This is an optimization exercise on Yosys and OpenROAD, whose aim is small area, not a production implementation.
Where RTL was checked, it was by simulation tests only, not by an equivalence proof against the original.
No functional check of the RTL was part of runs 3 and 4.
Power figures rest on the tool's default switching activity, not on a simulated workload.

File: design/flow/design.v
module ate(clk,reset,pix_data,bin,threshold);
input clk;
input reset;
input [7:0] pix_data;
output reg bin;
output reg [7:0] threshold;
reg [7:0] buffer [63:0];
reg [5:0] count;    
reg [2:0] col;      
reg [7:0] max;
reg [7:0] min;
integer i;
function ge8;
	input [7:0] a;
	input [7:0] b;
	integer k;
	reg r;
	begin
		r = 1'b1;
		for (k = 0; k < 8; k = k + 1)
			r = (a[k] & ~b[k]) | ((a[k] | ~b[k]) & r);
		ge8 = r;
	end
endfunction
wire       low0     = ~|count[4:0];
wire       last     = low0 & ~count[5];
wire [2:0] col_next = last ? {col[1:0], ~col[2]} : col;
wire       act_next = ~col_next[0] | col_next[2];    
reg  [8:0] sum;      
reg        cy;
integer j;
always @(*) begin
	cy = max[0] | min[0];
	sum[0] = 1'b0;
	for (j = 1; j < 8; j = j + 1) begin
		sum[j] = max[j] ^ min[j] ^ cy;
		cy = (max[j] & min[j]) | (max[j] & cy) | (min[j] & cy);
	end
	sum[8] = cy;
end
wire [7:0] thr_next = last ? (act_next ? sum[8:1] : 8'd0) : threshold;
always @(posedge clk) begin
	buffer[0] <= pix_data;
	for (i = 1; i < 64; i = i + 1)
		buffer[i] <= buffer[i-1];
	if (last | ~ge8(max, pix_data))
		max <= pix_data;
	if (last | ~ge8(pix_data, min))
		min <= pix_data;
end
always @(posedge reset or posedge clk) begin
	if (reset) begin
		count <= 6'd0;
		col <= 3'd0;
		threshold <= 8'd0;
		bin <= 1'b0;
	end
	else begin
		count <= {count[4:0], count[5] ^ count[4] ^ low0};
		col <= col_next;
		threshold <= thr_next;
		bin <= act_next & ge8(buffer[63], thr_next);
	end
end
endmodule
File: design/flow/flow/run.sh
#!/bin/bash
export CTS_ARGS="-sink_clustering_enable -repair_clock_nets -dont_use_dummy_load -buf_list sky130_fd_sc_hd__clkbuf_16 -sink_clustering_size 40 -sink_clustering_max_diameter 40"
export BUFFER_PORTS_ARGS="-buffer_cell sky130_fd_sc_hd__buf_1"
bash standard.sh > standard.log 2>&1
File: design/flow/standard.sh
#!/bin/bash
# synth_recipe.tcl (not shown) runs the flow's synth.tcl, then flattens the netlist and writes it again
# the make line also repeats each setting of config.mk as NAME=value (left out here)
make -C /OpenROAD-flow-scripts/flow DESIGN_CONFIG=/design/flow/config.mk WORK_HOME=/design/flow/orfs CLKGATE_MAP_FILE= SYNTH_SCRIPT=/design/flow/synth_recipe.tcl "${@:-finish}"
File: design/flow/config.mk
export PLATFORM = sky130hd
export DESIGN_NAME = ate
export DESIGN_NICKNAME = ate
export VERILOG_FILES = /design/flow/design.v
export SDC_FILE = /design/flow/constraint.sdc
export NUM_CORES = 4
export LEC_CHECK = 0
export CAP_MARGIN = 20
export CORE_MARGIN = 2
export CORE_UTILIZATION = 65
export SETUP_SLACK_MARGIN = 0.15
export SLEW_MARGIN = 20
File: design/flow/constraint.sdc
create_clock -name core_clock -period 4.0 [get_ports {clk}]
set_input_delay 0.8000 -clock core_clock [delete_from_list [all_inputs] [get_ports {clk}]]
set_output_delay 0.8000 -clock core_clock [all_outputs]
set_load 0.01 [all_outputs]
==> reports/metrics.cfg, run 1 <==
[run_status]
outcome=timing/DRC/antenna clean

[synth]
synth_nets=672
postSynth.topFlopCell=sky130_fd_sc_hd__dfxtp_1
synth_edf_count=16
syn_avg_cell_area_um2=18.16
seq_area_frac_synth_pct=93.98
synthTopCellsByArea=sky130_fd_sc_hd__dfxtp_1 86%, sky130_fd_sc_hd__edfxtp_1 4.0%, sky130_fd_sc_hd__dfrtp_1 3.8%
synthesized_instance_count=655
yosysWarnings=2
yosysTopAreaCellShare_pct=86.16
syn-cell-area_um2=11900
synth.largest_area_cell=sky130_fd_sc_hd__dfxtp_1
yosys_register_bits=546
async_reset_ff_share_pct=3.297
yosysUniqueCellTypes=30

[route]
firstDrtPassIters=4
route.met2.wl_mm=5.389
topRoutingLayerUsed=met4
route.detailed.vias_per_inst=4.601
wirelength_mm=12.81
antenna_violating_nets_left=0
route.detailed.drc=0
route.met3.wl_um=516
met1_length_mm=6.554
route.detailed.wl_per_inst_um=13.61
drt_first_iter_violations=165
route.vias.total=4330

[finish]
seq_area_um2=11180
post_route_cells_drive_above_1_share_pct=8.006
n_fill_cell=1110
layout.nets=731
multi_input_comb_area_um2=641.9
leading_cell_type_in_the_layout_fill_and_taps_excluded=sky130_fd_sc_hd__dfxtp_1
mostFrequentLayoutCells=512 x sky130_fd_sc_hd__dfxtp_1, 38 x sky130_fd_sc_hd__clkbuf_16, 25 x sky130_fd_sc_hd__inv_1
syn_to_final_growth_pct=11.30
n_antenna_cell=0
instances_no_fill=941

[floorplanning]
die_width_um=139.3
core_um2=17960
start_util_pct=66.23
rows=49
die_height_um=139.3
die-area_um2=19400
top_level_ports=19

[worst_setup_path]
crit_path_end_kind=flop
cp.required_ps=4420
cp_common_cell=sky130_fd_sc_hd__fa_2
critPathTopFamily=adder cells
timing.critical_path.cells=inv_1 -> fa_2 -> fa_2 -> fa_2 -> fa_2 -> fa_2 -> fa_2 -> inv_1 -> fa_1 -> nor3b_2 -> a21oi_2 -> o21ai_1 -> a31o_2 -> a21oi_2
cp_max_fo=3
worst_ep_arrival_time_ps=4300
critical_path.max_stage_delay_ps=410
worst-path-buf-inv=2
worstSetupPathType=reg -> reg
cp-start-kind=flop
crit_slowest_cell=sky130_fd_sc_hd__fa_1

[cts]
clkSlewWorstSetupHoldPaths_ps=70
clkSinkCount=546
tritoncts.num_buffers=38
cts.path.max_buffers=3
cts_hold_buffers=0
insertion_delay_ps=520
cts-root-buf=sky130_fd_sc_hd__clkbuf_16
tritoncts=yes
h-tree-depth=2

[pwr]
total_leakage_power_nw=5.527
irDropWorstVdd_mv=0.5122
power.clock.fraction_pct=35.4
netSwitchingPower_mw=1.686
areal_power_density_over_the_cells_nw_per_um2=689.6
power.share.sequential_pct=63.2
switching_share_pct=18.47
design_internal_power_mw=7.444
combPwrFrac_pct=1.4

[global_routing]
grt_first_pass_wirelength_mm=21.60
grt_pass1_vias=4430
grt_util_all_layers_pct=13.86
antenna_violations_before_repair=0
grt_start_max_net_pins=29
global_route.overflow_total=0

[placed_design]
hpwlAfterDp_mm=7.107
gp_routability_congestion=0.7378
dpl.cell_count=902
placement.io_buffers=18

[sta]
final.setup.tns_ps=0
maxSlewHeadroom_pct=32.33
timing_hold_violations_final=0
timing_worst_slew_pin_value_ps=1004
fin_worst_skew_ps=49.09
report.final.setup_viol=0
fmaxAchievable_mhz=257.2
timing.final.crit_share_pct=97.20
finalCriticalPeriod_ps=3888
setup_repair_after_global_routing_missed_its_margin=yes
timing.final.max_slew_violations=0

[worst_hold_path]
path_type_of_the_worst_min_delay_path=reg -> reg

[flow_run]
cap_violations=0

==> power groups by stage <==
stage / Clock [mW] / Combinational (mW) / Sequential, mW
3_5_place_dp: 0 / 0.128 / 5.89
5_1_grt: 3.53 / 0.149 / 5.79
6_report: 3.23 / 0.131 / 5.77
3_3_place_gp: 0 / 0.123 / 5.88
4_1_cts: 3.32 / 0.130 / 5.78
2_1_floorplan: 0 / 0.0885 / 5.87
==> what timing repair did <==
item | CTS | global route
gates resized for setup | 3 | 3
setup endpoints to repair | 1 | 1
setup buffers | 1 | 0
==> stage by stage <==
step	hold slack (ps)	power [mW]	utilization [%]	setup WS [ps]	instance area (um^2)
2_1_floorplan	309.6	5.954	-	180.5	11910
3_5_place_dp	312.1	6.022	68.27	-84.88	12260
5_1_grt	292.0	9.474	73.71	-22.64	13240
3_3_place_gp	311.0	6.006	68.27	93.37	12260
4_1_cts	292.8	9.225	73.64	72.74	13230
6_report	288.8	9.130	73.71	112.1	13240
==> per-layer routing <==
metal  vias to the layer above  global-route usage, %
li1                       2163                      -
met1                      2071                  20.17
met2                        66                  20.05
met3                        30                  3.820
met4                         0                  5.582
met5                         -                      0
==> state kept, by name (all words and copies together) (netlist names) <==
signal     flops
min            8
max            8
count          6
buffer       512
threshold      8
col            3
bin            1
==> cell families (layout without fill, tap and decap cells) <==
group / Yosys count / in the layout / synth area share, %
buf+inv: 27 / 84 / 0.8519
fa+ha+maj: 16 / 16 / 1.988
flops: 546 / 546 / 93.98
xor+xnor: 1 / 1 / 0.07364
compound gates: 32 / 32 / 1.746
simple gates: 33 / 33 / 1.357
==> synth_stat cells, types with 3 or more instances <==
| cell type | number |
|---|---|
| sky130_fd_sc_hd__a21oi_1 | 11 |
| sky130_fd_sc_hd__dfrtp_1 | 18 |
| sky130_fd_sc_hd__dfxtp_1 | 512 |
| sky130_fd_sc_hd__edfxtp_1 | 16 |
| sky130_fd_sc_hd__fa_1 | 7 |
| sky130_fd_sc_hd__inv_1 | 26 |
| sky130_fd_sc_hd__maj3_1 | 4 |
| sky130_fd_sc_hd__maj3_2 | 5 |
| sky130_fd_sc_hd__nand2_1 | 12 |
| sky130_fd_sc_hd__nor2_1 | 6 |
| sky130_fd_sc_hd__nor3_1 | 4 |
| sky130_fd_sc_hd__nor4_1 | 3 |
| sky130_fd_sc_hd__o21ai_0 | 6 |
| sky130_fd_sc_hd__o22ai_1 | 3 |
| sky130_fd_sc_hd__o31ai_1 | 4 |
==> worst paths after layout <==
kind,from,endpoint,slack [ps],depth (start not counted)
setup reg to reg,min[1],bin,110,14
hold reg to reg,buffer[57][6],buffer[58][6],290,0
hold / removal,buffer[57][6],buffer[58][6],290,0
setup / recovery,min[1],bin,110,14
min in group asynchronous,reset,count[0],350,2
max in group asynchronous,reset,threshold[3],3200,2
==> final cells by class <==
type | instances | share of cell area, %
clock buffer | 38 | 7.182
inverter | 26 | 0.7371
multi-input combinational | 82 | 4.848
sequential | 546 | 84.45
tap | 229 | 2.164
timing repair buffer | 20 | 0.6237
==> run 2, diff against run 1 <==
==> design/flow/flow/run.sh (replaced) <==
#!/bin/bash
export CTS_ARGS="-sink_clustering_enable -repair_clock_nets -dont_use_dummy_load -buf_list sky130_fd_sc_hd__clkbuf_4 -sink_clustering_size 13 -sink_clustering_max_diameter 40"
export BUFFER_PORTS_ARGS="-buffer_cell sky130_fd_sc_hd__buf_1"
bash standard.sh > standard.log 2>&1
--- a/design/flow/config.mk
+++ b/design/flow/config.mk
@@ -7,6 +7,6 @@
 export LEC_CHECK = 0
 export CAP_MARGIN = 20
 export CORE_MARGIN = 2
-export CORE_UTILIZATION = 65
+export CORE_UTILIZATION = 45
 export SETUP_SLACK_MARGIN = 0.15
 export SLEW_MARGIN = 20
==> reports/metrics.cfg, run 2 <==
[cts]
tritoncts=yes
insertion_delay_ps=670  ; +150 ps
clkSinkCount=546  ; unchanged
h-tree-depth=2  ; unchanged
cts.path.max_buffers=3  ; unchanged
cts-root-buf=sky130_fd_sc_hd__clkbuf_4
clkSlewWorstSetupHoldPaths_ps=120  ; +50 ps
tritoncts.num_buffers=53  ; +39%
cts_hold_buffers=0  ; unchanged

[pwr]
total_leakage_power_nw=5.303  ; -4.1%
power.share.sequential_pct=72.7  ; +9.5 points
total_power_mw=7.933  ; -13%
irDropWorstVdd_mv=0.2964  ; -42%
combPwrFrac_pct=1.7  ; +0.3 points
netSwitchingPower_mw=1.558  ; -7.6%
switching_share_pct=19.64  ; +1.2 points
areal_power_density_over_the_cells_nw_per_um2=618.7  ; -10%
power.clock.fraction_pct=25.6  ; -9.8 points
design_internal_power_mw=6.375  ; -14%

[worst_setup_path]
worst_ep_arrival_time_ps=4400  ; +100 ps
cp_common_cell=sky130_fd_sc_hd__fa_2
cp.required_ps=4500  ; +80 ps
cp_max_fo=3  ; unchanged
timing.critical_path.cells=nor2_1 -> fa_2 -> fa_2 -> fa_2 -> fa_2 -> fa_2 -> fa_2 -> inv_1 -> fa_1 -> nor3b_1 -> a21oi_2 -> buf_4 -> a222oi_1 -> a21oi_2
crit_slowest_cell=sky130_fd_sc_hd__edfxtp_1
critical_path.max_stage_delay_ps=370  ; -40 ps
worstSetupPathType=reg -> reg
critPathTopFamily=adder cells
crit_path_end_kind=flop
worst-path-buf-inv=2  ; unchanged
cp-start-kind=flop

[global_routing]
grt_util_all_layers_pct=9.617  ; -4.2 points
grt_start_max_net_pins=19  ; -34%
antenna_violations_before_repair=1  ; +1
grt_pass1_vias=4591  ; +3.6%
grt_first_pass_wirelength_mm=21.89  ; +1.4%
global_route.overflow_total=0  ; unchanged

[floorplanning]
die_width_um=166.6  ; +20%
rows=59  ; +20%
core_um2=25980  ; +45%
top_level_ports=19  ; unchanged
die-area_um2=27750  ; +43%
start_util_pct=45.78  ; -20 points
die_height_um=166.6  ; +20%

[route]
route.detailed.vias_per_inst=4.148  ; -9.8%
route.vias.total=4418  ; +2.0%
drt_first_iter_violations=254  ; +54%
firstDrtPassIters=4  ; unchanged
wirelength_mm=12.56  ; -1.9%
route.detailed.drc=0  ; unchanged
antenna_violating_nets_left=0  ; unchanged
route.detailed.wl_per_inst_um=11.80  ; -13%

[synth]
synthTopCellsByCount=512 x sky130_fd_sc_hd__dfxtp_1, 26 x sky130_fd_sc_hd__inv_1, 18 x sky130_fd_sc_hd__dfrtp_1
synthesized_instance_count=655  ; unchanged
synth_nets=672  ; unchanged
synth.most_common_cell=sky130_fd_sc_hd__dfxtp_1
synth.largest_area_cell=sky130_fd_sc_hd__dfxtp_1
yosysWarnings=2  ; unchanged
synthTopCellsByArea=sky130_fd_sc_hd__dfxtp_1 86%, sky130_fd_sc_hd__edfxtp_1 4.0%, sky130_fd_sc_hd__dfrtp_1 3.8%
yosysUniqueCellTypes=30  ; unchanged
yosysTopAreaCellShare_pct=86.16  ; unchanged
syn_avg_cell_area_um2=18.16  ; unchanged
post_synth_mux_area_share_pct=0  ; unchanged
postSynth.topFlopCell=sky130_fd_sc_hd__dfxtp_1
yosys_register_bits=546  ; unchanged
synth_top_family_by_area=adder cells
synth_adder_area_share_pct=1.988  ; unchanged
yosys.area_share.xor_xnor_pct=0.07362  ; unchanged
seq_area_frac_synth_pct=93.98  ; unchanged
synth_edf_count=16  ; unchanged
syn-cell-area_um2=11900  ; unchanged
async_reset_ff_share_pct=3.297  ; unchanged
synth_compound_area_share_pct=1.746  ; unchanged
synth_simple_gate_area_share_pct=1.357  ; unchanged

[sta]
finalCriticalPeriod_ps=3902  ; +13.70 ps
timing.final.max_slew_violations=0  ; unchanged
timing.final.crit_share_pct=97.54  ; +0.34 points
maxSlewHeadroom_pct=55.52  ; +23 points
setup_repair_after_global_routing_missed_its_margin=yes
timing_worst_slew_pin_value_ps=662.7  ; -341.7 ps
timing_hold_violations_final=0  ; unchanged
hold-worst-slack_ps=179.9  ; -109.0 ps
report.final.setup_viol=0  ; unchanged
fmaxAchievable_mhz=256.3  ; -0.35%
fin_worst_skew_ps=65.95  ; +16.86 ps
post-route-worst-setup-slack_ps=98.40  ; -13.70 ps

[finish]
layout.nets=746  ; +2.1%
syn_to_final_growth_pct=7.783
instances_no_fill=1065  ; +13%
post_route_cells_drive_above_1_share_pct=9.629  ; +1.6 points
seq_area_um2=11180  ; unchanged
largest_register=buffer
leading_cell_type_in_the_layout_fill_and_taps_excluded=sky130_fd_sc_hd__dfxtp_1
multi_input_comb_area_um2=636.9  ; -0.78%
n_fill_cell=2159  ; +95%
largest_reg_flops=512  ; unchanged
fin_util_pct=49.35  ; -24 points
mostFrequentLayoutCells=512 x sky130_fd_sc_hd__dfxtp_1, 53 x sky130_fd_sc_hd__clkbuf_4, 26 x sky130_fd_sc_hd__inv_1

[placed_design]
hpwlAfterDp_mm=7.235  ; +1.8%
dpl.cell_count=1008  ; +12%
gp_routability_congestion=0.7262  ; -1.6%
placement.io_buffers=18  ; unchanged
dp_worst_setup_slack_ps=-35.97  ; +48.91 ps

[run_status]
outcome=timing/DRC/antenna clean

[worst_hold_path]
path_type_of_the_worst_min_delay_path=in -> async

[flow_run]
cap_violations=0  ; unchanged

## run 2: cell counts after synthesis
No cell type changed its count.
## run 2: cell families after synthesis
| kind of cell | count (synthesis) |
|---|---|
| XOR/XNOR | 1 |
| adder cells (fa/ha/maj) | 16 |
| AND/OR/NAND/NOR | 33 |
| AO/OA/AOI/OAI | 32 |
| flip-flops | 546 |
| buffers and inverters | 27 |
## run 2: cell type report
type | count | share of cell area [%]
Sequential cell | 546 | 87.20
Multi-Input combinational cell | 82 | 4.967
Tap cell | 335 | 3.269
Clock buffer | 53 | 3.103
Inverter | 26 | 0.7611
Timing Repair Buffer | 20 | 0.6440
Antenna cell | 3 | 0.05855
## run 2: worst paths after layout
kind / start / to / cells after the start / slack (ps)
max reg2reg: max[0] / bin / 14 / 100
max in group asynchronous: reset / bin / 2 / 3360
max: max[0] / bin / 14 / 100
min in group core_clock: buffer[42][7] / buffer[43][7] / 0 / 250
min reg2reg: buffer[42][7] / buffer[43][7] / 0 / 250
min: reset / count[0] / 2 / 180
## run 2: metal layers
layer	global-route usage (%)	vias up	part of all wire (%)
li1	-	2208	-
met1	13.54	2067	51
met2	13.33	97	40
met3	2.804	46	5.8
met4	5.360	0	3.7
met5	0	-	0
## run 2: repair_timing
action                                  CTS  global route
endpoints found under the setup margin    1             2
gates resized for setup                   3             1
gates cloned                              0             0
endpoints found under the hold margin     0             0
setup buffers                             1             0
## run 2: stage by stage
step           area, um^2  TNS [ps]
3_5_place_dp        12400    -35.97
3_3_place_gp        12400         0
6_report            12820         0
4_1_cts             12810         0
2_1_floorplan       11910         0
5_1_grt             12820    -122.7
## run 2: power groups by stage
stage / Combinational [mW] / Sequential [mW] / Clock (mW)
2_1_floorplan: 0.0885 / 5.87 / 0
3_3_place_gp: 0.124 / 5.88 / 0
3_5_place_dp: 0.132 / 5.89 / 0
4_1_cts: 0.137 / 5.77 / 2.14
5_1_grt: 0.155 / 5.80 / 2.38
6_report: 0.134 / 5.77 / 2.03
==> run 3, diff against run 2 <==
--- a/design/flow/design.v
+++ b/design/flow/design.v
@@ -7,8 +7,10 @@
 reg [7:0] buffer [63:0];
 reg [5:0] count;    
 reg [2:0] col;      
-reg [7:0] max;
-reg [7:0] min;
+reg [7:0] nmax;        
+reg [7:0] nmin;        
+wire [7:0] max = ~nmax;
+wire [7:0] min = ~nmin;
 integer i;
 function ge8;
 	input [7:0] a;
@@ -27,16 +29,19 @@
 wire [2:0] col_next = last ? {col[1:0], ~col[2]} : col;
 wire       act_next = ~col_next[0] | col_next[2];    
 reg  [8:0] sum;      
-reg        cy;
+reg        ncy;
+reg  [7:0] nmx, nmn;
 integer j;
 always @(*) begin
-	cy = max[0] | min[0];
+	nmx = nmax;
+	nmn = nmin;
+	ncy = nmx[0] & nmn[0];
 	sum[0] = 1'b0;
 	for (j = 1; j < 8; j = j + 1) begin
-		sum[j] = max[j] ^ min[j] ^ cy;
-		cy = (max[j] & min[j]) | (max[j] & cy) | (min[j] & cy);
+		sum[j] = ~(nmx[j] ^ nmn[j] ^ ncy);
+		ncy = (nmx[j] & nmn[j]) | (nmx[j] & ncy) | (nmn[j] & ncy);
 	end
-	sum[8] = cy;
+	sum[8] = ~ncy;
 end
 wire [7:0] thr_next = last ? (act_next ? sum[8:1] : 8'd0) : threshold;
 always @(posedge clk) begin
@@ -44,9 +49,9 @@
 	for (i = 1; i < 64; i = i + 1)
 		buffer[i] <= buffer[i-1];
 	if (last | ~ge8(max, pix_data))
-		max <= pix_data;
+		nmax <= ~pix_data;
 	if (last | ~ge8(pix_data, min))
-		min <= pix_data;
+		nmin <= ~pix_data;
 end
 always @(posedge reset or posedge clk) begin
 	if (reset) begin
==> design/flow/flow/run.sh (replaced) <==
#!/bin/bash
export CTS_ARGS="-sink_clustering_enable -repair_clock_nets -dont_use_dummy_load -buf_list sky130_fd_sc_hd__clkbuf_4 -sink_clustering_size 12 -sink_clustering_max_diameter 50"
export BUFFER_PORTS_ARGS="-buffer_cell sky130_fd_sc_hd__buf_1"
bash standard.sh > standard.log 2>&1
==> reports/metrics.cfg, run 3 <==
[worst_setup_path]
rrSetupSlack_ps=-190  ; -290 ps
worstSetupStartpoint=nmin[0]
worst_ep_arrival_time_ps=4700  ; +300 ps
worstReg2RegEnd=bin
cp-start-kind=flop
cp.required_ps=4510  ; about the same
worst_r2r_startpoint=nmin[0]
worstSetupPathType=reg -> reg
cp_max_fo=4  ; +1
path_depth_of_the_worst_reg2reg_path=13  ; -1
crit_path_end_kind=flop

[route]
drt_first_iter_violations=153  ; -40%
wirelength_mm=12.97  ; +3.3%
route.detailed.drc=0  ; unchanged
route.detailed.wl_per_inst_um=12.15  ; +3.0%
route.met2.wl_mm=5.087  ; +1.3%
met1_length_mm=6.734  ; +6.0%
topRoutingLayerUsed=met4
route.detailed.vias_per_inst=4.239  ; +2.2%
route.vias.total=4527  ; +2.5%
antenna_violating_nets_left=0  ; unchanged
route.met3.wl_um=764  ; +5.4%
firstDrtPassIters=15  ; +11

[floorplanning]
rows=59  ; unchanged
die_width_um=167.2  ; +0.35%
die-area_um2=27950  ; +0.70%
die_height_um=167.2  ; +0.35%
top_level_ports=19  ; unchanged
start_util_pct=45.85  ; +0.067 points
core_um2=26130  ; +0.57%

[synth]
syn-cell-area_um2=11980  ; +0.72%
syn_avg_cell_area_um2=18.15  ; about the same
seq_area_frac_synth_pct=93.32  ; -0.67 points
postSynth.topFlopCell=sky130_fd_sc_hd__dfxtp_1
synthTopCellsByCount=512 x sky130_fd_sc_hd__dfxtp_1, 18 x sky130_fd_sc_hd__dfrtp_1, 16 x sky130_fd_sc_hd__edfxtp_1
synthTopCellsByArea=sky130_fd_sc_hd__dfxtp_1 86%, sky130_fd_sc_hd__edfxtp_1 4.0%, sky130_fd_sc_hd__dfrtp_1 3.8%
synth_nets=677  ; +0.74%
yosysWarnings=2  ; unchanged
synth.largest_area_cell=sky130_fd_sc_hd__dfxtp_1
yosysUniqueCellTypes=46  ; +53%
synth.most_common_cell=sky130_fd_sc_hd__dfxtp_1
synthesized_instance_count=660  ; +0.76%
yosys_register_bits=546  ; unchanged
yosysTopAreaCellShare_pct=85.55  ; -0.61 points
async_reset_ff_share_pct=3.297  ; unchanged
synth_edf_count=16  ; unchanged

[placed_design]
gp_routability_congestion=0.7648  ; +5.3%
hpwlAfterDp_mm=7.427  ; +2.6%
placed_cell_area_um2=12500  ; +0.86%
placement.io_buffers=18  ; unchanged

[sta]
fin_worst_skew_ps=48.90  ; -17.05 ps
post-route-worst-setup-slack_ps=-188.6  ; -287.0 ps
fmaxAchievable_mhz=238.7  ; -6.9%
finalCriticalPeriod_ps=4189  ; +287.0 ps
report.final.setup_viol=1  ; +1
timing_hold_violations_final=0  ; unchanged
timing_worst_slew_pin_value_ps=643.2  ; -19.51 ps
timing.final.crit_share_pct=104.7  ; +7.2 points
setup_repair_after_global_routing_missed_its_margin=yes
timing.final.max_slew_violations=0  ; unchanged
final.setup.tns_ps=-188.6  ; -188.6 ps
maxSlewHeadroom_pct=57.07  ; +1.6 points

[finish]
largest_reg_flops=512  ; unchanged
largest_register=buffer
mostFrequentLayoutCells=512 x sky130_fd_sc_hd__dfxtp_1, 52 x sky130_fd_sc_hd__clkbuf_4, 18 x sky130_fd_sc_hd__dfrtp_1, 18 x sky130_fd_sc_hd__buf_1, 16 x sky130_fd_sc_hd__edfxtp_1
leading_cell_type_in_the_layout_fill_and_taps_excluded=sky130_fd_sc_hd__dfxtp_1
post_route_cells_drive_above_1_share_pct=10.38  ; +0.75 points
syn_to_final_growth_pct=7.717  ; about the same
layout.nets=751  ; +0.67%
final_design_area_no_fill_um2=12910  ; +0.65%

[pwr]
total_leakage_power_nw=5.308  ; +0.11%
areal_power_density_over_the_cells_nw_per_um2=618.1  ; about the same
irDropWorstVdd_mv=0.3306  ; +12%

[global_routing]
grt_pass1_vias=4684  ; +2.0%
grt_first_pass_wirelength_mm=22.38  ; +2.2%
antenna_violations_before_repair=3  ; +2
grt_start_max_net_pins=19  ; unchanged
grt_util_all_layers_pct=9.927  ; +0.31 points
global_route.overflow_total=0  ; unchanged

[cts]
clkSlewWorstSetupHoldPaths_ps=110  ; about the same
tritoncts.num_buffers=52  ; -1.9%
cts_hold_buffers=0  ; unchanged
clkSinkCount=546  ; unchanged
cts.path.max_buffers=3  ; unchanged
tritoncts=yes
insertion_delay_ps=670  ; about the same
cts-root-buf=sky130_fd_sc_hd__clkbuf_4
h-tree-depth=2  ; unchanged

[worst_hold_path]
path_type_of_the_worst_min_delay_path=in -> async

[run_status]
outcome=finished with violations
failed_layout_checks=negative setup slack

[flow_run]
cap_violations=0  ; unchanged

==> run 3: what timing repair did <==
action | in CTS | in global routing
endpoints found under the setup margin | 1 | 1
hold endpoints to repair | 0 | 0
resized for setup | 1 | 1
buffers inserted | 0 | 1
==> run 3: area by class of cell <==
cell class / count / area (um^2)
fill: 2201 / 13230
sequential: 546 / 11180
multi-input combinational: 95 / 744.5
tap: 335 / 419.2
clock buffer: 52 / 390.4
timing repair buffer: 24 / 112.6
inverter: 15 / 56.30
antenna: 1 / 2.502
==> run 3: critical path: stages (launching register included) <==
cell and delay [ps]:
sky130_fd_sc_hd__edfxtp_1 400, sky130_fd_sc_hd__and2_4 170, sky130_fd_sc_hd__fa_2 340, sky130_fd_sc_hd__fa_2 350, sky130_fd_sc_hd__fa_2 350, sky130_fd_sc_hd__fa_2 350
sky130_fd_sc_hd__fa_2 350, sky130_fd_sc_hd__fa_2 340, sky130_fd_sc_hd__fa_1 450, sky130_fd_sc_hd__nor4_2 300, sky130_fd_sc_hd__a21oi_2 90, sky130_fd_sc_hd__a221o_1 350
sky130_fd_sc_hd__a211oi_2 140, sky130_fd_sc_hd__a211oi_1 60
==> run 3: how the worst max path moves through the flow <==
stage / depth (start not counted) / to
after floorplan: 13 / bin
after global placement: 13 / bin
after detailed placement: 13 / bin
after CTS: 13 / bin
after global routing: 13 / bin
final: 13 / bin
==> run 3: power breakdown <==
group / internal (mW) / switching, mW
clock network: 0.601 / 1.44
logic: 0.0690 / 0.0809
registers: 5.71 / 0.0751
total: 6.38 / 1.60
==> run 3: cell families after synthesis <==
logic type	share of synthesized area [%]
adders and majority gates	1.347
AOI/OAI and AO/OA	2.851
buffers and inverters	0.6683
DFF	93.32
xor gates and xnor gates	0.07311
muxes	0.08355
and+or+nand+nor	1.660
==> run 3: metrics by stage <==
step | utilization (%) | hold slack, ps | worst slack [ps] | power, mW | std cells
5_1_grt | 49.39 | 176.2 | -323.4 | 8.390 | 1068
3_3_place_gp | 47.85 | 310.6 | -103.1 | 6.047 | 1014
3_5_place_dp | 47.85 | 312.1 | -172.8 | 6.064 | 1014
4_1_cts | 49.35 | 133.5 | -206.9 | 8.111 | 1066
2_1_floorplan | - | 309.6 | 9.203 | 5.981 | 660
6_report | 49.39 | 186.3 | -188.6 | 7.978 | 1068
==> run 3: routing by layer <==
| layer | GRT usage (%) | up-vias |
|---|---|---|
| met3 | 3.640 | 37 |
| li1 | - | 2254 |
| met5 | 0 | - |
| met4 | 4.537 | 0 |
| met1 | 13.86 | 2145 |
| met2 | 13.84 | 91 |
==> run 4, diff against run 3 <==
--- a/design/flow/design.v
+++ b/design/flow/design.v
@@ -12,6 +12,19 @@
 wire [7:0] max = ~nmax;
 wire [7:0] min = ~nmin;
 integer i;
+function cy8;
+	input [7:0] x;
+	input [7:0] y;
+	input       cin;
+	integer k;
+	reg c;
+	begin
+		c = cin;
+		for (k = 0; k < 8; k = k + 1)
+			c = (x[k] & y[k]) | (x[k] & c) | (y[k] & c);
+		cy8 = c;
+	end
+endfunction
 function ge8;
 	input [7:0] a;
 	input [7:0] b;
@@ -48,9 +61,9 @@
 	buffer[0] <= pix_data;
 	for (i = 1; i < 64; i = i + 1)
 		buffer[i] <= buffer[i-1];
-	if (last | ~ge8(max, pix_data))
+	if (last | cy8(pix_data, nmax, 1'b0))      
 		nmax <= ~pix_data;
-	if (last | ~ge8(pix_data, min))
+	if (last | ~cy8(pix_data, nmin, 1'b1))     
 		nmin <= ~pix_data;
 end
 always @(posedge reset or posedge clk) begin
==> reports/metrics.cfg, run 4 <==
[run_status]
outcome=finished with violations
failed_layout_checks=negative setup slack

[global_routing]
grt_first_pass_wirelength_mm=21.46  ; -4.1%
met2_usage_pct=12.81  ; -1.0 points
grt_start_max_net_pins=20  ; +1
antenna_violations_before_repair=1  ; -2
grt_most_used_layer=met1
grt_util_all_layers_pct=9.447  ; -0.48 points
global_route.overflow_total=0  ; unchanged
globalRouteMet1Util_pct=13.52  ; -0.34 points
grt_pass1_vias=4583  ; -2.2%
gr-usage-met3_pct=3.042  ; -0.60 points

[synth]
synth_nets=674  ; -0.44%
syn-cell-area_um2=11930  ; -0.40%
synthTopCellsByArea=sky130_fd_sc_hd__dfxtp_1 86%, sky130_fd_sc_hd__edfxtp_1 4.0%, sky130_fd_sc_hd__dfrtp_1 3.8%
synth.most_common_cell=sky130_fd_sc_hd__dfxtp_1
postSynth.topFlopCell=sky130_fd_sc_hd__dfxtp_1
synthTopCellsByCount=512 x sky130_fd_sc_hd__dfxtp_1, 18 x sky130_fd_sc_hd__dfrtp_1, 17 x sky130_fd_sc_hd__inv_1
async_reset_ff_share_pct=3.297  ; unchanged
yosysWarnings=2  ; unchanged
synth_edf_count=16  ; unchanged
seq_area_frac_synth_pct=93.69  ; +0.37 points
synth.largest_area_cell=sky130_fd_sc_hd__dfxtp_1
syn_avg_cell_area_um2=18.16  ; about the same
yosysUniqueCellTypes=36  ; -22%
synthesized_instance_count=657  ; -0.45%
yosys_register_bits=546  ; unchanged
yosysTopAreaCellShare_pct=85.89  ; +0.34 points

[sta]
timing.final.max_slew_violations=0  ; unchanged
finalCriticalPeriod_ps=4058  ; -131.0 ps
timing.final.crit_share_pct=101.4  ; -3.3 points
final.setup.tns_ps=-57.59  ; +131.0 ps
fin_worst_skew_ps=48.78  ; -0.1208 ps
timing_worst_slew_pin_value_ps=670.8  ; +27.62 ps
fmaxAchievable_mhz=246.5  ; +3.2%
timing_hold_violations_final=0  ; unchanged
post-route-worst-setup-slack_ps=-57.59  ; +131.0 ps
setup_repair_after_global_routing_missed_its_margin=yes
maxSlewHeadroom_pct=55.11  ; -2.0 points
hold-worst-slack_ps=198.3  ; +11.97 ps
report.final.setup_viol=1  ; unchanged

[route]
route.vias.total=4455  ; -1.6%
firstDrtPassIters=4  ; -11
drt_first_iter_violations=208  ; +36%
route.detailed.wl_per_inst_um=11.97  ; -1.4%
route.detailed.vias_per_inst=4.171  ; -1.6%
wirelength_mm=12.79  ; -1.4%
antenna_violating_nets_left=0  ; unchanged
route.detailed.drc=0  ; unchanged

[floorplanning]
core_um2=26060  ; -0.28%
die_height_um=166.9  ; -0.19%
top_level_ports=19  ; unchanged
die_width_um=166.9  ; -0.19%
die-area_um2=27840  ; -0.39%
start_util_pct=45.80  ; -0.053 points
rows=59  ; unchanged

[worst_setup_path]
cp.required_ps=4550  ; +40 ps
worstSetupPathType=reg -> reg
crit_slowest_cell=sky130_fd_sc_hd__fa_1
cp_common_cell=sky130_fd_sc_hd__fa_2
worst_ep_arrival_time_ps=4610  ; -90 ps
critical_path.max_stage_delay_ps=440  ; about the same
cp_max_fo=4  ; unchanged
crit_path_end_kind=flop
timing.critical_path.cells=and2_4 -> fa_2 -> fa_2 -> fa_2 -> fa_2 -> fa_2 -> fa_2 -> fa_1 -> nor2_2 -> mux2i_2 -> a222oi_1 -> o31a_1 -> a21oi_2
cp-start-kind=flop
path_depth_of_the_worst_reg2reg_path=13  ; unchanged

[worst_hold_path]
path_type_of_the_worst_min_delay_path=in -> async

[pwr]
irDropWorstVdd_mv=0.3795  ; +15%
total_leakage_power_nw=5.318  ; +0.18%
areal_power_density_over_the_cells_nw_per_um2=618.6  ; about the same
total_power_mw=7.963  ; -0.18%

[finish]
syn_to_final_growth_pct=7.874
largest_reg_flops=512  ; unchanged
leading_cell_type_in_the_layout_fill_and_taps_excluded=sky130_fd_sc_hd__dfxtp_1
largest_register=buffer
layout.nets=750  ; -0.13%
mostFrequentLayoutCells=512 x sky130_fd_sc_hd__dfxtp_1, 51 x sky130_fd_sc_hd__clkbuf_4, 18 x sky130_fd_sc_hd__dfrtp_1, 18 x sky130_fd_sc_hd__buf_1, 17 x sky130_fd_sc_hd__inv_1
post_route_cells_drive_above_1_share_pct=9.986  ; -0.40 points
n_fill_cell=2177  ; -1.1%
fin_util_pct=49.40  ; about the same

[placed_design]
gp_routability_congestion=0.7138  ; -6.7%
hpwlAfterDp_mm=7.346  ; -1.1%
placement.io_buffers=18  ; unchanged

[cts]
cts.path.max_buffers=3  ; unchanged
tritoncts=yes
insertion_delay_ps=670  ; about the same
tritoncts.num_buffers=51  ; -1.9%
cts-root-buf=sky130_fd_sc_hd__clkbuf_4
clkSinkCount=546  ; unchanged
h-tree-depth=2  ; unchanged
clkSlewWorstSetupHoldPaths_ps=120  ; about the same

[flow_run]
cap_violations=0  ; unchanged

## run 4: cell types whose count changed in the layout (fill, tap and decap cells not counted), sizes merged, moves of 3 or more
| cell | previous run | this run |
|---|---|---|
| nor2 | 8 | 15 |
| a211oi | 7 | 2 |
| mux2i | 1 | 6 |
| and3 | 3 | 0 |
| nand3 | 3 | 0 |
| o21ai | 8 | 11 |
| o22ai | 1 | 4 |
## run 4: power by group
group | internal (mW) | switching [mW] | leakage, nW
registers | 5.72 | 0.0785 | 4.67
logic | 0.0672 | 0.0869 | 0.412
clock network | 0.591 | 1.42 | 0.235
total | 6.37 | 1.59 | 5.32
## run 4: path summary, 6_finish.rpt
path	from	endpoint	slack, ps
hold reg to reg	buffer[44][0]	buffer[45][0]	310
max in group asynchronous	reset	col[2]	3380
setup reg to reg	nmax[0]	bin	-60
min in group core_clock	buffer[44][0]	buffer[45][0]	310
hold / removal	reset	threshold[4]	200
setup / recovery	nmax[0]	bin	-60
## run 4: worst max-delay path: cells and delay by family (launching register included)
family	cells	cell delay, ps
multiplexers	1	100
AND/OR/NAND/NOR	2	260
flip-flops	1	420
adder cells (fa/ha/maj)	7	2520
AO/OA/AOI/OAI	3	670
## run 4: final cells by class
type	count	area, um^2	share of cell area (%)
clock buffer	51	382.9	2.974
tap	335	419.2	3.256
inverter	17	63.81	0.4957
timing repair buffer	24	112.6	0.8747
sequential	546	11180	86.85
antenna	2	5.005	0.03888
multi-input combinational	93	709.4	5.511
## run 4: what timing repair did
action,in CTS,in global routing
hold buffers,0,0
pin swaps,1,3
cloned,0,0
buffers inserted,1,2
gates resized for setup,1,2
endpoints found under the setup margin,1,1
## run 4: cell families after synthesis
kind of cell | share of synthesized area (%)
adder cells (fa/ha/maj) | 1.342
AO/OA/AOI/OAI | 2.212
AND/OR/NAND/NOR | 1.394
XOR/XNOR | 0.07340
flip-flops | 93.69
multiplexers | 0.7234
buffers and inverters | 0.5661
## run 4: per-layer routing
metal / vias to the layer above / share of wire [%]
li1: 2231 / -
met1: 2084 / 52
met2: 105 / 40
met3: 35 / 5.6
met4: 0 / 2.8
met5: - / 0
## run 4: stage by stage
stage / cells / setup slack [ps] / area [um^2]
global route: 1067 / -229.9 / 12870
CTS: 1064 / -108.4 / 12850
finish: 1068 / -57.59 / 12870
detailed placement: 1012 / -134.3 / 12450
global placement: 1012 / 10.85 / 12450
floorplan: 657 / 147.7 / 11950
==> run 5, diff against run 4 <==
--- a/design/flow/design.v
+++ b/design/flow/design.v
@@ -58,7 +58,7 @@
 end
 wire [7:0] thr_next = last ? (act_next ? sum[8:1] : 8'd0) : threshold;
 always @(posedge clk) begin
-	buffer[0] <= pix_data;
+	buffer[0] <= ~pix_data;
 	for (i = 1; i < 64; i = i + 1)
 		buffer[i] <= buffer[i-1];
 	if (last | cy8(pix_data, nmax, 1'b0))      
@@ -77,7 +77,7 @@
 		count <= {count[4:0], count[5] ^ count[4] ^ low0};
 		col <= col_next;
 		threshold <= thr_next;
-		bin <= act_next & ge8(buffer[63], thr_next);
+		bin <= act_next & ~cy8(buffer[63], thr_next, 1'b0);    
 	end
 end
 endmodule
==> design/flow/flow/run.sh (replaced) <==
#!/bin/bash
# The standard layout with three changes:
#  - synthesis is the standard flow's own (same passes, flatten and rename) except that abc
#    maps the logic with flow/area.script; registers are untouched;
#  - CTS builds the clock tree from clkbuf_4 in clusters of at most 12 sinks
#    and inserts no dummy loads;
#  - the port buffers are buf_1.
# Tool logs stay under orfs/logs; make's output goes to synth.log and standard.log.
set -e
here=$PWD
export MY_ABC_SCRIPT=$here/flow/area.script
export CTS_ARGS="-sink_clustering_enable -repair_clock_nets -dont_use_dummy_load -buf_list sky130_fd_sc_hd__clkbuf_4 -sink_clustering_size 12 -sink_clustering_max_diameter 50"
export BUFFER_PORTS_ARGS="-buffer_cell sky130_fd_sc_hd__buf_1"
sed "s#SYNTH_SCRIPT=[^ ]*#SYNTH_SCRIPT=$here/flow/my_synth.tcl#" standard.sh > my_standard.sh
bash my_standard.sh synth > synth.log 2>&1
bash standard.sh > standard.log 2>&1
==> design/flow/flow/area.script (new file) <==
strash
dch
amap
topo
==> design/flow/flow/my_synth.tcl (new file) <==
# synth_recipe.tcl with one change: abc maps the logic with flow/area.script
# (an area-oriented script) in place of ORFS's delay-oriented one.
proc synth {args} { yosys synth -nofsm -noshare {*}$args }
proc abc {args} {
  set i [lsearch $args -script]
  if {$i >= 0} { lset args [expr {$i+1}] $::env(MY_ABC_SCRIPT) }
  yosys abc {*}$args
}
source $::env(SCRIPTS_DIR)/synth.tcl
# left out here: clear keep_hierarchy, flatten, clean up, hide names made inside functions, write 1_2_yosys.v
==> reports/metrics.cfg, run 5 <==
[run_status]
outcome=finished with violations
failed_layout_checks=negative setup slack

[finish]
post_route_cells_drive_above_1_share_pct=9.437  ; -0.55 points
largest_reg_flops=512  ; unchanged
n_fill_cell=2141  ; -1.7%
mostFrequentLayoutCells=512 x sky130_fd_sc_hd__dfxtp_1, 52 x sky130_fd_sc_hd__clkbuf_4, 24 x sky130_fd_sc_hd__nand2_1
leading_cell_type_in_the_layout_fill_and_taps_excluded=sky130_fd_sc_hd__dfxtp_1
layout.nets=729  ; -2.8%
fin_util_pct=49.20  ; -0.20 points
largest_register=buffer
multi_input_comb_area_um2=551.8  ; -22%
seq_area_um2=11180  ; unchanged
syn_to_final_growth_pct=8.143

[placed_design]
placement.io_buffers=18  ; unchanged
gp_routability_congestion=0.7279  ; +2.0%
hpwlAfterDp_mm=7.005  ; -4.6%

[floorplanning]
start_util_pct=45.50  ; -0.30 points
die_height_um=165.6  ; -0.73%
top_level_ports=19  ; unchanged
die_width_um=165.6  ; -0.73%
core_um2=25840  ; -0.85%
rows=59  ; unchanged
die-area_um2=27430  ; -1.5%

[global_routing]
antenna_violations_before_repair=3  ; +2
grt_start_max_net_pins=19  ; -5.0%
grt_first_pass_wirelength_mm=21.85  ; +1.8%
grt_util_all_layers_pct=9.749  ; +0.30 points
grt_pass1_vias=4489  ; -2.1%
global_route.overflow_total=0  ; unchanged

[sta]
fmaxAchievable_mhz=242.2  ; -1.7%
timing_hold_violations_final=0  ; unchanged
timing_worst_slew_pin_value_ps=590.1  ; -80.72 ps
timing.final.max_slew_violations=0  ; unchanged
timing.final.crit_share_pct=103.2  ; +1.8 points
fin_worst_skew_ps=76.10  ; +27.32 ps
setup_repair_after_global_routing_missed_its_margin=yes
finalCriticalPeriod_ps=4129  ; +71.86 ps
post-route-worst-setup-slack_ps=-129.5  ; -71.86 ps
maxSlewHeadroom_pct=60.42  ; +5.3 points
report.final.setup_viol=1  ; unchanged

[route]
antenna_violating_nets_left=0  ; unchanged
route.detailed.vias_per_inst=4.137  ; -0.83%
wirelength_mm=12.79  ; about the same
route.detailed.drc=0  ; unchanged
drt_first_iter_violations=217  ; +4.3%
route.vias.total=4331  ; -2.8%
route.detailed.wl_per_inst_um=12.21  ; +2.0%
firstDrtPassIters=4  ; unchanged

[cts]
cts-root-buf=sky130_fd_sc_hd__clkbuf_4
tritoncts.num_buffers=52  ; +2.0%
tritoncts=yes
clkSlewWorstSetupHoldPaths_ps=120  ; about the same
clkSinkCount=546  ; unchanged
h-tree-depth=2  ; unchanged
cts.path.max_buffers=3  ; unchanged
insertion_delay_ps=700  ; +30 ps

[pwr]
total_power_mw=7.917  ; -0.58%
total_leakage_power_nw=5.145  ; -3.3%
areal_power_density_over_the_cells_nw_per_um2=622.8  ; +0.68%
irDropWorstVdd_mv=0.2440  ; -36%

[worst_setup_path]
crit_path_end_kind=flop
critical_path.max_stage_delay_ps=500  ; +60 ps
crit_slowest_cell=sky130_fd_sc_hd__fa_1
cp_max_fo=2  ; -2
cp-start-kind=flop
rrSetupSlack_ps=-130  ; -70 ps
path_depth_of_the_worst_reg2reg_path=14  ; +1
worstSetupPathType=reg -> reg
cp_common_cell=sky130_fd_sc_hd__fa_2
worst_ep_arrival_time_ps=4710  ; +100 ps
cp.required_ps=4580  ; +30 ps
timing.critical_path.cells=and2_4 -> fa_2 -> fa_2 -> fa_2 -> fa_2 -> fa_2 -> fa_2 -> fa_1 -> o31ai_2 -> o22ai_1 -> a31oi_1 -> a21o_1 -> a222oi_1 -> nor2b_1

[synth]
yosysTopAreaCellShare_pct=87.20  ; +1.3 points
synthTopCellsByCount=512 x sky130_fd_sc_hd__dfxtp_1, 24 x sky130_fd_sc_hd__nand2_1, 18 x sky130_fd_sc_hd__dfrtp_1
yosys_register_bits=546  ; unchanged
synthesized_instance_count=633  ; -3.7%
seq_area_frac_synth_pct=95.11  ; +1.4 points
async_reset_ff_share_pct=3.297  ; unchanged
synth.most_common_cell=sky130_fd_sc_hd__dfxtp_1
postSynth.topFlopCell=sky130_fd_sc_hd__dfxtp_1
yosysUniqueCellTypes=21  ; -42%
synth_nets=650  ; -3.6%
synth_edf_count=16  ; unchanged
syn-cell-area_um2=11760  ; -1.5%
synthTopCellsByArea=sky130_fd_sc_hd__dfxtp_1 87%, sky130_fd_sc_hd__edfxtp_1 4.1%, sky130_fd_sc_hd__dfrtp_1 3.8%
yosysWarnings=2  ; unchanged
syn_avg_cell_area_um2=18.57  ; +2.2%
synth.largest_area_cell=sky130_fd_sc_hd__dfxtp_1

[flow_run]
cap_violations=0  ; unchanged

[worst_hold_path]
path_type_of_the_worst_min_delay_path=in -> async

run 5: cell count changes after synthesis, sizes merged, moves of 7 or more:
cell    delta
clkinv    +12
inv       -17
nor2      -12
nand2      +9
a21oi      -7
o21ai      -8
run 5: stage by stage:
step           cells  cell area, um^2  setup WS [ps]  hold WS (ps)  TNS [ps]
5_1_grt         1046            12710         -267.4         92.93    -267.4
6_report        1047            12710         -129.5         104.3    -129.5
2_1_floorplan    633            11780          56.04         309.6         0
4_1_cts         1045            12710         -157.2         50.82    -157.2
3_3_place_gp     992            12310         -34.00         310.2    -34.00
3_5_place_dp     992            12310         -73.51         312.1    -73.51
run 5: path summary, 6_finish.rpt:
| path | start | end |
|---|---|---|
| min in group core_clock | buffer[39][0] | buffer[40][0] |
| hold reg to reg | buffer[39][0] | buffer[40][0] |
| setup / recovery | nmin[0] | bin |
| setup reg to reg | nmin[0] | bin |
| max in group asynchronous | reset | col[1] |
| hold / removal | reset | count[0] |
run 5: cell families after synthesis:
kind of cell | after synthesis | share of synthesized area, %
xor gates and xnor gates | 1 | 0.07452
buffers and inverters | 12 | 0.3832
and+or+nand+nor | 36 | 1.299
DFF | 546 | 95.11
adders and majority gates | 7 | 1.192
AOI/OAI and AO/OA | 31 | 1.937
run 5: repair_timing:
item | CTS | global route
setup buffers | 1 | 0
pin swaps | 1 | 0
setup endpoints to repair | 1 | 1
hold buffers | 0 | 0
gates resized for setup | 1 | 0
run 5: area by class of cell:
type                            count  area share [%]
Sequential cell                   546           87.95
Multi-Input combinational cell     75           4.341
Tap cell                          335           3.297
Clock buffer                       52           3.071
Timing Repair Buffer               25          0.9449
Inverter                           12          0.3543
Antenna cell                        2         0.03937
run 5: where the power goes:
group	switching (mW)	internal, mW
registers	0.0687	5.71
clock network	1.44	0.601
logic	0.0546	0.0451
total	1.57	6.35
run 5: critical path: cells and delay by family (launching register included):
kind	cells	cell delay (ps)
DFF	1	400
AOI/OAI and AO/OA	5	710
adders and majority gates	7	2580
and+or+nand+nor	2	330
run 5: per-layer routing:
metal	track usage (%)	up-vias	wire length [um]
li1	-	2168	-
met1	13.84	2032	6618
met2	12.97	83	4878
met3	3.632	46	824
met4	5.104	2	448
met5	0	-	16
==> run 6, diff against run 5 <==
==> design/flow/flow/area.script (replaced) <==
strash
&get -n
&st
&dch -f
&nf -a -R 1000
&put
topo
==> reports/metrics.cfg, run 6 <==
[finish]
mostFrequentLayoutCells=512 x sky130_fd_sc_hd__dfxtp_1, 51 x sky130_fd_sc_hd__clkbuf_4, 18 x sky130_fd_sc_hd__dfrtp_1, 18 x sky130_fd_sc_hd__buf_1, 16 x sky130_fd_sc_hd__edfxtp_1
seq_area_um2=11180  ; unchanged
post_route_cells_drive_above_1_share_pct=9.613  ; +0.18 points
leading_cell_type_in_the_layout_fill_and_taps_excluded=sky130_fd_sc_hd__dfxtp_1
syn_to_final_growth_pct=8.190  ; about the same
instances_no_fill=1034  ; -1.2%
largest_register=buffer
multi_input_comb_area_um2=583.1  ; +5.7%
layout.nets=716  ; -1.8%
n_fill_cell=2127  ; -0.65%
largest_reg_flops=512  ; unchanged
final_design_area_no_fill_um2=12690  ; -0.14%

[synth]
synth.largest_area_cell=sky130_fd_sc_hd__dfxtp_1
yosys_register_bits=546  ; unchanged
seq_area_frac_synth_pct=95.29  ; +0.17 points
synthTopCellsByCount=512 x sky130_fd_sc_hd__dfxtp_1, 18 x sky130_fd_sc_hd__dfrtp_1, 16 x sky130_fd_sc_hd__edfxtp_1
async_reset_ff_share_pct=3.297  ; unchanged
synth_nets=642  ; -1.2%
yosysTopAreaCellShare_pct=87.35  ; +0.16 points
synth_edf_count=16  ; unchanged
yosysUniqueCellTypes=22  ; +4.8%
synthTopCellsByArea=sky130_fd_sc_hd__dfxtp_1 87%, sky130_fd_sc_hd__edfxtp_1 4.1%, sky130_fd_sc_hd__dfrtp_1 3.8%
syn_avg_cell_area_um2=18.77  ; +1.1%
yosysWarnings=2  ; unchanged
postSynth.topFlopCell=sky130_fd_sc_hd__dfxtp_1
syn-cell-area_um2=11730  ; -0.18%
synthesized_instance_count=625  ; -1.3%
synth.most_common_cell=sky130_fd_sc_hd__dfxtp_1

[route]
drt_first_iter_violations=231  ; +6.5%
route.detailed.vias_per_inst=4.206  ; +1.7%
antenna_violating_nets_left=0  ; unchanged
route.detailed.drc=0  ; unchanged
route.vias.total=4349  ; +0.42%
met1_length_mm=6.558  ; -0.91%
topRoutingLayerUsed=met5
route.met3.wl_um=886  ; +7.5%
wirelength_mm=13.00  ; +1.7%
firstDrtPassIters=4  ; unchanged
route.detailed.wl_per_inst_um=12.57  ; +3.0%
route.met2.wl_mm=5.080  ; +4.1%

[cts]
cts-root-buf=sky130_fd_sc_hd__clkbuf_4
tritoncts=yes
clkSlewWorstSetupHoldPaths_ps=130  ; about the same
insertion_delay_ps=680  ; -20 ps
h-tree-depth=2  ; unchanged
cts.path.max_buffers=3  ; unchanged
clkSinkCount=546  ; unchanged
cts_hold_buffers=0  ; unchanged
tritoncts.num_buffers=51  ; -1.9%

[placed_design]
placed_cell_area_um2=12230  ; -0.60%
gp_routability_congestion=0.7611  ; +4.6%
placement.io_buffers=18  ; unchanged
hpwlAfterDp_mm=7.082  ; +1.1%
dpl.cell_count=978  ; -1.4%

[flow_run]
cap_violations=0  ; unchanged

[global_routing]
antenna_violations_before_repair=4  ; +1
grt_pass1_vias=4571  ; +1.8%
grt_start_max_net_pins=23  ; +4
global_route.overflow_total=0  ; unchanged
grt_first_pass_wirelength_mm=21.91  ; +0.28%
grt_util_all_layers_pct=10.19  ; +0.44 points

[floorplanning]
die-area_um2=27380  ; -0.18%
top_level_ports=19  ; unchanged
rows=59  ; unchanged
die_height_um=165.5  ; about the same
die_width_um=165.5  ; about the same
core_um2=25840  ; unchanged
start_util_pct=45.41  ; -0.082 points

[worst_setup_path]
worstSetupPathType=reg -> reg
path_depth_of_the_worst_reg2reg_path=12  ; -2
critPathTopFamily=adder cells
timing.critical_path.cells=and2_1 -> fa_2 -> fa_2 -> fa_2 -> fa_2 -> fa_2 -> fa_2 -> fa_2 -> o31ai_4 -> o221ai_2 -> a21oi_1 -> nor2_1
cp.required_ps=4560  ; -20 ps
crit_slowest_cell=sky130_fd_sc_hd__fa_2
cp-start-kind=flop
cp_max_fo=3  ; +1
cp_common_cell=sky130_fd_sc_hd__fa_2
worstReg2RegEnd=bin
worst_ep_arrival_time_ps=4420  ; -290 ps
worst_r2r_startpoint=nmax[0]
rrSetupSlack_ps=130  ; +260 ps
crit_path_end_kind=flop
worst-path-buf-inv=0  ; unchanged
critical_path.max_stage_delay_ps=440  ; -60 ps
depth_of_the_critical_timing_path_with_buffers_and_inverters_included=12  ; -2

[sta]
timing.final.crit_share_pct=96.69  ; -6.5 points
finalCriticalPeriod_ps=3868  ; -261.8 ps
hold-worst-slack_ps=90.27  ; -14.00 ps
timing_worst_slew_pin_value_ps=807.5  ; +217.3 ps
timing_hold_violations_final=0  ; unchanged
report.final.setup_viol=0  ; -1
fin_worst_skew_ps=66.69  ; -9.404 ps
maxSlewHeadroom_pct=46.04  ; -14 points
setup_repair_after_global_routing_missed_its_margin=yes
final.setup.tns_ps=0  ; +129.5 ps
fmaxAchievable_mhz=258.6  ; +6.8%
timing.final.max_slew_violations=0  ; unchanged

[run_status]
outcome=timing/DRC/antenna clean

[worst_hold_path]
path_type_of_the_worst_min_delay_path=in -> async

[pwr]
total_leakage_power_nw=5.114  ; -0.61%
irDropWorstVdd_mv=0.2774  ; +14%
areal_power_density_over_the_cells_nw_per_um2=622.6  ; about the same

## run 6: repair_timing
item,CTS,global route
buffers inserted,1,2
resized for setup,5,7
pin swaps,3,2
endpoints found under the setup margin,1,1
cloned,0,0
## run 6: final cells by class
cell class,instances,share of cell area (%)
sequential,546,88.07
multi-input combinational,70,4.593
tap,335,3.302
clock buffer,51,3.016
timing repair buffer,21,0.7096
inverter,9,0.2661
antenna,2,0.03942
## run 6: routing by layer
layer | vias to the layer above | GRT usage, %
met5 | - | 0
met4 | 4 | 5.212
met3 | 47 | 3.996
met2 | 97 | 13.99
met1 | 2065 | 13.94
li1 | 2136 | -
## run 6: through the flow
stage	total power [mW]	utilization (%)	setup WS [ps]
floorplan	5.936	-	184.6
global placement	5.983	47.35	28.62
detailed placement	5.993	47.35	-62.99
CTS	8.013	48.91	67.22
global route	8.270	49.13	33.05
finish	7.904	49.13	132.3
## run 6: worst max-delay path by stage
stage	start	to	slack (ps)
after floorplan	nmax[0]	bin	180
after global placement	nmax[0]	bin	30
after detailed placement	nmax[0]	bin	-60
after CTS	nmax[0]	bin	70
after global routing	nmax[0]	bin	30
final	nmax[0]	bin	130
## run 6: cell families (layout without fill, tap and decap cells)
group                      count (synthesis)  after routing  synth area share [%]
muxes                                      2              2                0.1919
AOI/OAI and AO/OA                         36             36                 2.122
other                                      0              2                     0
DFF                                      546            546                 95.29
adders and majority gates                  7              7                 1.194
xor gates and xnor gates                   1              1               0.07466
and+or+nand+nor                           24             24                0.8424
buffers and inverters                      9             81                0.2879
## run 6: report_power, final
group	leakage, nW	switching, mW	internal [mW]
Clock	0.235	1.43	0.590
Sequential	4.67	0.0722	5.71
Combinational	0.208	0.0599	0.0450
==> run 7, diff against run 6 <==
==> design/flow/flow/area.script (replaced) <==
strash
&get -n
&st
&dch
&nf -a
&put
topo
==> reports/metrics.cfg, run 7 <==
[global_routing]
grt_most_used_layer=met1
grt_pass1_vias=4504  ; -1.5%
globalRouteMet1Util_pct=13.97  ; +0.031 points
met2_usage_pct=13.08  ; -0.92 points
grt_first_pass_wirelength_mm=22.31  ; +1.8%
antenna_violations_before_repair=5  ; +1
grt_util_all_layers_pct=9.868  ; -0.32 points
grt_start_max_net_pins=21  ; -8.7%
gr-usage-met3_pct=4.218  ; +0.22 points
global_route.overflow_total=0  ; unchanged

[sta]
post-route-worst-setup-slack_ps=51.99  ; -80.32 ps
timing_worst_slew_pin_value_ps=900.9  ; +93.44 ps
report.final.setup_viol=0  ; unchanged
timing.final.crit_share_pct=98.70  ; +2.0 points
maxSlewHeadroom_pct=39.81  ; -6.2 points
finalCriticalPeriod_ps=3948  ; +80.32 ps
timing.final.max_slew_violations=0  ; unchanged
fin_worst_skew_ps=61.80  ; -4.894 ps
fmaxAchievable_mhz=253.3  ; -2.0%
final.setup.tns_ps=0  ; unchanged
timing_hold_violations_final=0  ; unchanged
setup_repair_after_global_routing_missed_its_margin=yes

[cts]
insertion_delay_ps=700  ; +20 ps
clkSinkCount=546  ; unchanged
tritoncts=yes
tritoncts.num_buffers=51  ; unchanged
clkSlewWorstSetupHoldPaths_ps=110  ; -20 ps
cts-root-buf=sky130_fd_sc_hd__clkbuf_4
cts.path.max_buffers=3  ; unchanged
h-tree-depth=2  ; unchanged
cts.repair_timing.setup_buffer_count=0  ; -1

[synth]
seq_area_frac_synth_pct=94.95  ; -0.33 points
yosysUniqueCellTypes=31  ; +41%
synth_edf_count=16  ; unchanged
synth.most_common_cell=sky130_fd_sc_hd__dfxtp_1
yosysWarnings=2  ; unchanged
yosys_register_bits=546  ; unchanged
syn_avg_cell_area_um2=18.69  ; -0.44%
synth.largest_area_cell=sky130_fd_sc_hd__dfxtp_1
synthesized_instance_count=630  ; +0.80%
postSynth.topFlopCell=sky130_fd_sc_hd__dfxtp_1
synthTopCellsByArea=sky130_fd_sc_hd__dfxtp_1 87%, sky130_fd_sc_hd__edfxtp_1 4.1%, sky130_fd_sc_hd__dfrtp_1 3.8%
yosysTopAreaCellShare_pct=87.05  ; -0.31 points
syn-cell-area_um2=11780  ; +0.35%
async_reset_ff_share_pct=3.297  ; unchanged
synth_nets=647  ; +0.78%
synthTopCellsByCount=512 x sky130_fd_sc_hd__dfxtp_1, 18 x sky130_fd_sc_hd__dfrtp_1, 16 x sky130_fd_sc_hd__edfxtp_1

[placed_design]
placement.io_buffers=18  ; unchanged
dp_worst_setup_slack_ps=-50.33  ; +12.67 ps
hpwlAfterDp_mm=7.158  ; +1.1%
gp_routability_congestion=0.7670  ; +0.78%
placed_cell_area_um2=12280  ; +0.42%

[route]
route.detailed.wl_per_inst_um=12.37  ; -1.6%
route.detailed.drc=0  ; unchanged
route.vias.total=4353  ; +0.092%
drt_first_iter_violations=200  ; -13%
antenna_violating_nets_left=0  ; unchanged
firstDrtPassIters=4  ; unchanged
route.detailed.vias_per_inst=4.194  ; -0.29%
wirelength_mm=12.84  ; -1.2%

[flow_run]
cap_violations=0  ; unchanged

[floorplanning]
top_level_ports=19  ; unchanged
start_util_pct=45.44  ; about the same
core_um2=25910  ; +0.29%
die_width_um=165.8  ; +0.17%
die-area_um2=27480  ; +0.34%
die_height_um=165.8  ; +0.17%
rows=59  ; unchanged

[finish]
largest_register=buffer
mostFrequentLayoutCells=512 x sky130_fd_sc_hd__dfxtp_1, 51 x sky130_fd_sc_hd__clkbuf_4, 18 x sky130_fd_sc_hd__dfrtp_1, 18 x sky130_fd_sc_hd__buf_1, 16 x sky130_fd_sc_hd__edfxtp_1
seq_area_um2=11180  ; unchanged
n_fill_cell=2124  ; -0.14%
largest_reg_flops=512  ; unchanged
syn_to_final_growth_pct=7.735
post_route_cells_drive_above_1_share_pct=8.714  ; -0.90 points
layout.nets=719  ; +0.42%
leading_cell_type_in_the_layout_fill_and_taps_excluded=sky130_fd_sc_hd__dfxtp_1
multi_input_comb_area_um2=583.1  ; unchanged
final_design_area_no_fill_um2=12690  ; about the same

[worst_setup_path]
worst_ep_arrival_time_ps=4540  ; +120 ps
crit_path_end_kind=flop
cp.required_ps=4590  ; +30 ps
cp_max_fo=2  ; -1
worstSetupPathType=reg -> reg
cp-start-kind=flop

[run_status]
outcome=timing/DRC/antenna clean

[worst_hold_path]
path_type_of_the_worst_min_delay_path=in -> async

[pwr]
areal_power_density_over_the_cells_nw_per_um2=621.8  ; -0.13%
irDropWorstVdd_mv=0.2573  ; -7.3%
total_leakage_power_nw=5.142  ; +0.55%
total_power_mw=7.888  ; -0.20%

## run 7: final timing paths
path	cells past startpoint	slack (ps)	to	startpoint
max	13	50	bin	nmax[0]
min	2	110	col[0]	reset
max reg2reg	13	50	bin	nmax[0]
min reg2reg	0	290	buffer[24][3]	buffer[23][3]
max in group asynchronous	2	3580	count[5]	reset
min in group core_clock	0	290	buffer[24][3]	buffer[23][3]
## run 7: worst max-delay path: stages, from the launching register on
cell	delay, ps
sky130_fd_sc_hd__edfxtp_1	410
sky130_fd_sc_hd__and2_4	180
sky130_fd_sc_hd__fa_2	330
sky130_fd_sc_hd__fa_2	350
sky130_fd_sc_hd__fa_2	350
sky130_fd_sc_hd__fa_2	350
sky130_fd_sc_hd__fa_2	350
sky130_fd_sc_hd__fa_2	340
sky130_fd_sc_hd__fa_1	510
sky130_fd_sc_hd__o31ai_2	70
sky130_fd_sc_hd__o22ai_1	200
sky130_fd_sc_hd__a21oi_1	60
sky130_fd_sc_hd__a221o_1	280
sky130_fd_sc_hd__a21oi_2	130
## run 7: layer usage
| metal | part of all wire (%) | vias to the layer above |
|---|---|---|
| met5 | 0.35 | - |
| met4 | 3.1 | 6 |
| met3 | 7.1 | 44 |
| met2 | 38 | 97 |
| met1 | 51 | 2050 |
| li1 | - | 2156 |
## run 7: what timing repair did
action,4_1_cts,5_1_grt
cloned,0,0
resized for setup,5,0
setup endpoints to repair,1,1
pin swaps,1,2
hold endpoints to repair,0,0
hold buffers,0,0
## run 7: logic make-up after synthesis
group / synth area share [%]
muxes: 0.09563
and+or+nand+nor: 0.9670
buffers and inverters: 0.3188
DFF: 94.95
adders and majority gates: 1.190
AOI/OAI and AO/OA: 2.402
xor gates and xnor gates: 0.07439
## run 7: metrics by stage
step	util, %	hold slack, ps	cells
3_5_place_dp	47.41	312.1	984
6_report	48.96	106.0	1038
4_1_cts	48.93	36.72	1035
3_3_place_gp	47.41	311.9	984
5_1_grt	48.95	70.46	1037
2_1_floorplan	-	309.6	630
## run 7: final cells by class
class                   instances  area share [%]
flip-flops and latches        546           88.13
multi-input cells              74           4.596
well taps                     335           3.304
clock buffers                  51           3.018
repair buffers                 19          0.5918
inverters                      10          0.2959
diodes                          3         0.05918
## run 7: power by group
group          internal [mW]  switching (mW)  leakage (nW)
logic                 0.0398          0.0517         0.237
clock network          0.590            1.43         0.235
registers               5.71          0.0718          4.67
total                   6.34            1.55          5.14

## re-timing with driven ports
How much do the figures lean on ideal ports? The routed layouts below were timed once more, with nothing changed but the port constraints. Step 1 assumes that a clkbuf_16 drives the clock port and a buf_2 every other input. Step 2 moves the port delays by t, midway between the first and last clock arrival at a register: inputs arrive t later, outputs are due t later. That takes back most of the time a late clock gives input paths. Three values: no drivers, after step 1, after step 2; two values: the first two.
| run | t (ns) | setup slack, ns | hold WS [ns] |
|---|---|---|---|
| run 1 | 0.533 | 0.112 / 0.112 / 0.112 | 0.289 / 0.289 / 0.289 |
| run 2 | 0.681 | 0.098 / 0.098 / 0.098 | 0.180 / 0.161 / 0.248 |
| run 3 | 0.688 | -0.189 / -0.189 / -0.189 | 0.186 / 0.172 / 0.296 |
| run 4 | 0.688 | -0.058 / -0.058 / -0.058 | 0.198 / 0.181 / 0.308 |
| run 5 | 0.697 | -0.129 / -0.129 / -0.129 | 0.104 / 0.089 / 0.280 |
| run 6 | 0.686 | 0.132 / 0.132 / 0.132 | 0.090 / 0.076 / 0.283 |
| run 7 | 0.702 | 0.052 / 0.052 / 0.052 | 0.106 / 0.100 / 0.293 |
